This design comes from an exercise in tuning for small area on the open sky130 flow, not from production work. Only simulation tests tie the RTL to the original design; equivalence was not proved. Power is estimated from default activity; no workload was simulated.

## old
==> flow/design.v (excerpt) <==
module uart_regs #(
    parameter W_REG = 32
)(
    input wire clk,
    input wire rst_n,
    input wire rx,
    output reg tx,
    input wire [9:0] div_int,
    input wire [3:0] div_frac,
    output wire [W_REG-1:0] Reg1,
    output wire [W_REG-1:0] Reg2,
    output wire [W_REG-1:0] Reg3,
    output wire [W_REG-1:0] Reg4,
    output wire [W_REG-1:0] Reg5,
    output wire [W_REG-1:0] Reg6,
    output wire [W_REG-1:0] Reg7,
    output wire [W_REG-1:0] Reg8
);
For scale: ~270 I/O pins, ~14000 sq um of cells after synthesis.
export LEC_CHECK = 0
export CAP_MARGIN = 5
export CORE_MARGIN = 2
export CORE_UTILIZATION = 72
export CTS_BUF_LIST = sky130_fd_sc_hd__clkbuf_4
export SLEW_MARGIN = 5
export SYNTH_HIERARCHICAL = 1
create_clock -name core_clock -period 10.0 [get_ports {clk}]
standard.sh (not shown) runs the stock make flow with config.mk's settings and CLKGATE_MAP_FILE= SYNTH_SCRIPT=/design/flow/synth_recipe.tcl, a recipe that flattens the netlist after the stock synthesis.
==> flow/flow/run.sh <==
#!/bin/bash
# The standard layout with two changes: port buffers use the smallest
# buffer, and clock tree synthesis builds larger sink clusters with no
# dummy loads.
export BUFFER_PORTS_ARGS="-buffer_cell sky130_fd_sc_hd__buf_1"
export CTS_ARGS="-sink_clustering_enable -repair_clock_nets -dont_use_dummy_load -buf_list sky130_fd_sc_hd__clkbuf_4 -sink_clustering_size 10 -sink_clustering_max_diameter 60"
bash standard.sh > standard.log 2>&1
Inputs modified between old and new:
==> flow/flow/run.sh <==
#!/bin/bash
# The standard layout with three changes:
#  - synthesis maps logic with an area-oriented ABC script (flow/abc_area.script)
#    instead of the delay-oriented default; everything else in synthesis,
#    including the flattening and renaming of synth_recipe.tcl, is unchanged;
#  - port buffers use the smallest buffer;
#  - clock tree synthesis builds larger sink clusters with no dummy loads.
set -euo pipefail
here=$(pwd)
abc_script="$here/flow/abc_area.script"
{
    cat <<EOT
# Use the area-oriented ABC script for every abc call.
proc abc {args} {
  set i [lsearch \$args -script]
  if {\$i >= 0} { lset args [expr {\$i + 1}] "$abc_script" }
  yosys abc {*}\$args
}
EOT
    cat synth_recipe.tcl
} > my_synth.tcl
sed "s#SYNTH_SCRIPT=[^ ]*synth_recipe.tcl#SYNTH_SCRIPT=$here/my_synth.tcl#" standard.sh > my_standard.sh
grep -q "SYNTH_SCRIPT=$here/my_synth.tcl" my_standard.sh
export BUFFER_PORTS_ARGS="-buffer_cell sky130_fd_sc_hd__buf_1"
export CTS_ARGS="-sink_clustering_enable -repair_clock_nets -dont_use_dummy_load -buf_list sky130_fd_sc_hd__clkbuf_4 -sink_clustering_size 10 -sink_clustering_max_diameter 40"
bash my_standard.sh > standard.log 2>&1
==> flow/flow/abc_area.script (new file) <==
strash
&get -n
&st
&syn3
&dch
&nf -a
&put
topo
==> comparison <==
new: full flow OK, the timing, DRC and antenna checks passed
new does better than old on total number of vias.
new against old: overall power after layout went down by about 4.4%; smallest hold slack did not really move; synthesized cell count now smaller; clock network fraction of design power saw an increase; number of CTS-inserted buffers moved up.
Compared to old, new has power share of the sequential group 1.8 points higher.

uart_regs, a different RTL version from the one above (not shown whole).
For scale: about 330 flip-flops, about 13000 µm² of cells after synthesis.
==> flow/config.mk <==
export PLATFORM = sky130hd
export DESIGN_NAME = uart_regs
export DESIGN_NICKNAME = uart_regs
export VERILOG_FILES = /design/flow/design.v
export SDC_FILE = /design/flow/constraint.sdc
export NUM_CORES = 4
export LEC_CHECK = 0
export CAP_MARGIN = 20
export CORE_MARGIN = 2
export CORE_UTILIZATION = 76
export CTS_BUF_LIST = sky130_fd_sc_hd__clkbuf_4
export GPL_TIMING_DRIVEN = 0
export SLEW_MARGIN = 20
export SYNTH_HIERARCHICAL = 1
==> flow/constraint.sdc <==
create_clock -name core_clock -period 10.0 [get_ports {clk}]
set_input_delay 2.0000 -clock core_clock [delete_from_list [all_inputs] [get_ports {clk}]]
set_output_delay 2.0000 -clock core_clock [all_outputs]
set_load 0.01 [all_outputs]
==> flow/flow/run.sh <==
#!/bin/bash
# The standard layout with three changes:
#  - synthesis maps logic with an area-oriented ABC script (flow/abc_area.script)
#    instead of the delay-oriented default, and leaves adders to ABC instead
#    of extracting half and full adder cells first; everything else in
#    synthesis, including the flattening and renaming of synth_recipe.tcl, is
#    unchanged;
#  - port buffers use the smallest buffer;
#  - clock tree synthesis builds larger sink clusters with no dummy loads.
set -euo pipefail
here=$(pwd)
abc_script="$here/flow/abc_area.script"
{
    cat <<EOT
# No adder cell extraction before ABC.
set ::env(ADDER_MAP_FILE) ""
# Use the area-oriented ABC script for every abc call.
proc abc {args} {
  set i [lsearch \$args -script]
  if {\$i >= 0} { lset args [expr {\$i + 1}] "$abc_script" }
  yosys abc {*}\$args
}
EOT
    cat synth_recipe.tcl
} > my_synth.tcl
sed "s#SYNTH_SCRIPT=[^ ]*synth_recipe.tcl#SYNTH_SCRIPT=$here/my_synth.tcl#" standard.sh > my_standard.sh
grep -q "SYNTH_SCRIPT=$here/my_synth.tcl" my_standard.sh
export BUFFER_PORTS_ARGS="-buffer_cell sky130_fd_sc_hd__buf_1"
export CTS_ARGS="-sink_clustering_enable -repair_clock_nets -dont_use_dummy_load -buf_list sky130_fd_sc_hd__clkbuf_4 -sink_clustering_size 9 -sink_clustering_max_diameter 40"
bash my_standard.sh > standard.log 2>&1
==> flow/flow/abc_area.script <==
strash
&get -n
&st
&syn4
&dch -f
&nf -a -R 1000
&put
topo
The first run completed without violations.
==> next run, changes <==
--- a/flow/config.mk
+++ b/flow/config.mk
@@ -10 +10 @@
-export CORE_UTILIZATION = 76
+export CORE_UTILIZATION = 72
@@ -12 +11,0 @@
-export GPL_TIMING_DRIVEN = 0
Hold slack improved by 0.018 ns; core utilization is lower by 6.8 points; area after synthesis is unchanged; synthesized cell count stays the same; worst setup slack improved by 0.37 ns; clock power barely changes; die area came out higher by 5.4%; total power drops by 0.35%; via count came out lower by 5.4%.

separate check: timing with driven ports:
No port has a modelled driver above. Below, the same layouts with a new extraction and two added sets of constraints.
Step 1 sets driving cells, clkbuf_16 on the clock port and buf_2 on the other inputs (assumed; they add their load-dependent delay and slew).
Step 2 adds t to the input delays and takes it off the output delays; t is the mean of the earliest and latest rising clock arrival at the registers after step 1. Input paths then give back, and output paths get back, about the clock's delay inside the block.
a / b / c = ideal ports / drivers / drivers and shift; a / b = the first two.
run | shift t [ns] | slack for setup (ns) | worst setup path at the end | slew at the worst register clock pin (ns) | worst data-port slew with drivers (ns)
old | 0.694 | 6.448 / 6.448 / 6.448 | register to register | 0.12 / 0.12 | 0.03
new | 0.679 | 6.389 / 6.389 / 6.389 | register to register | 0.11 / 0.11 | 0.04
the first run of note 2 | 0.696 | 6.172 / 6.172 / 6.172 | register to register | 0.10 / 0.10 | 0.04
the second run of note 2 | 0.697 | 6.542 / 6.499 / 6.573 | register to register | 0.10 / 0.10 | 0.04
After both steps setup and hold are still met in every run listed.
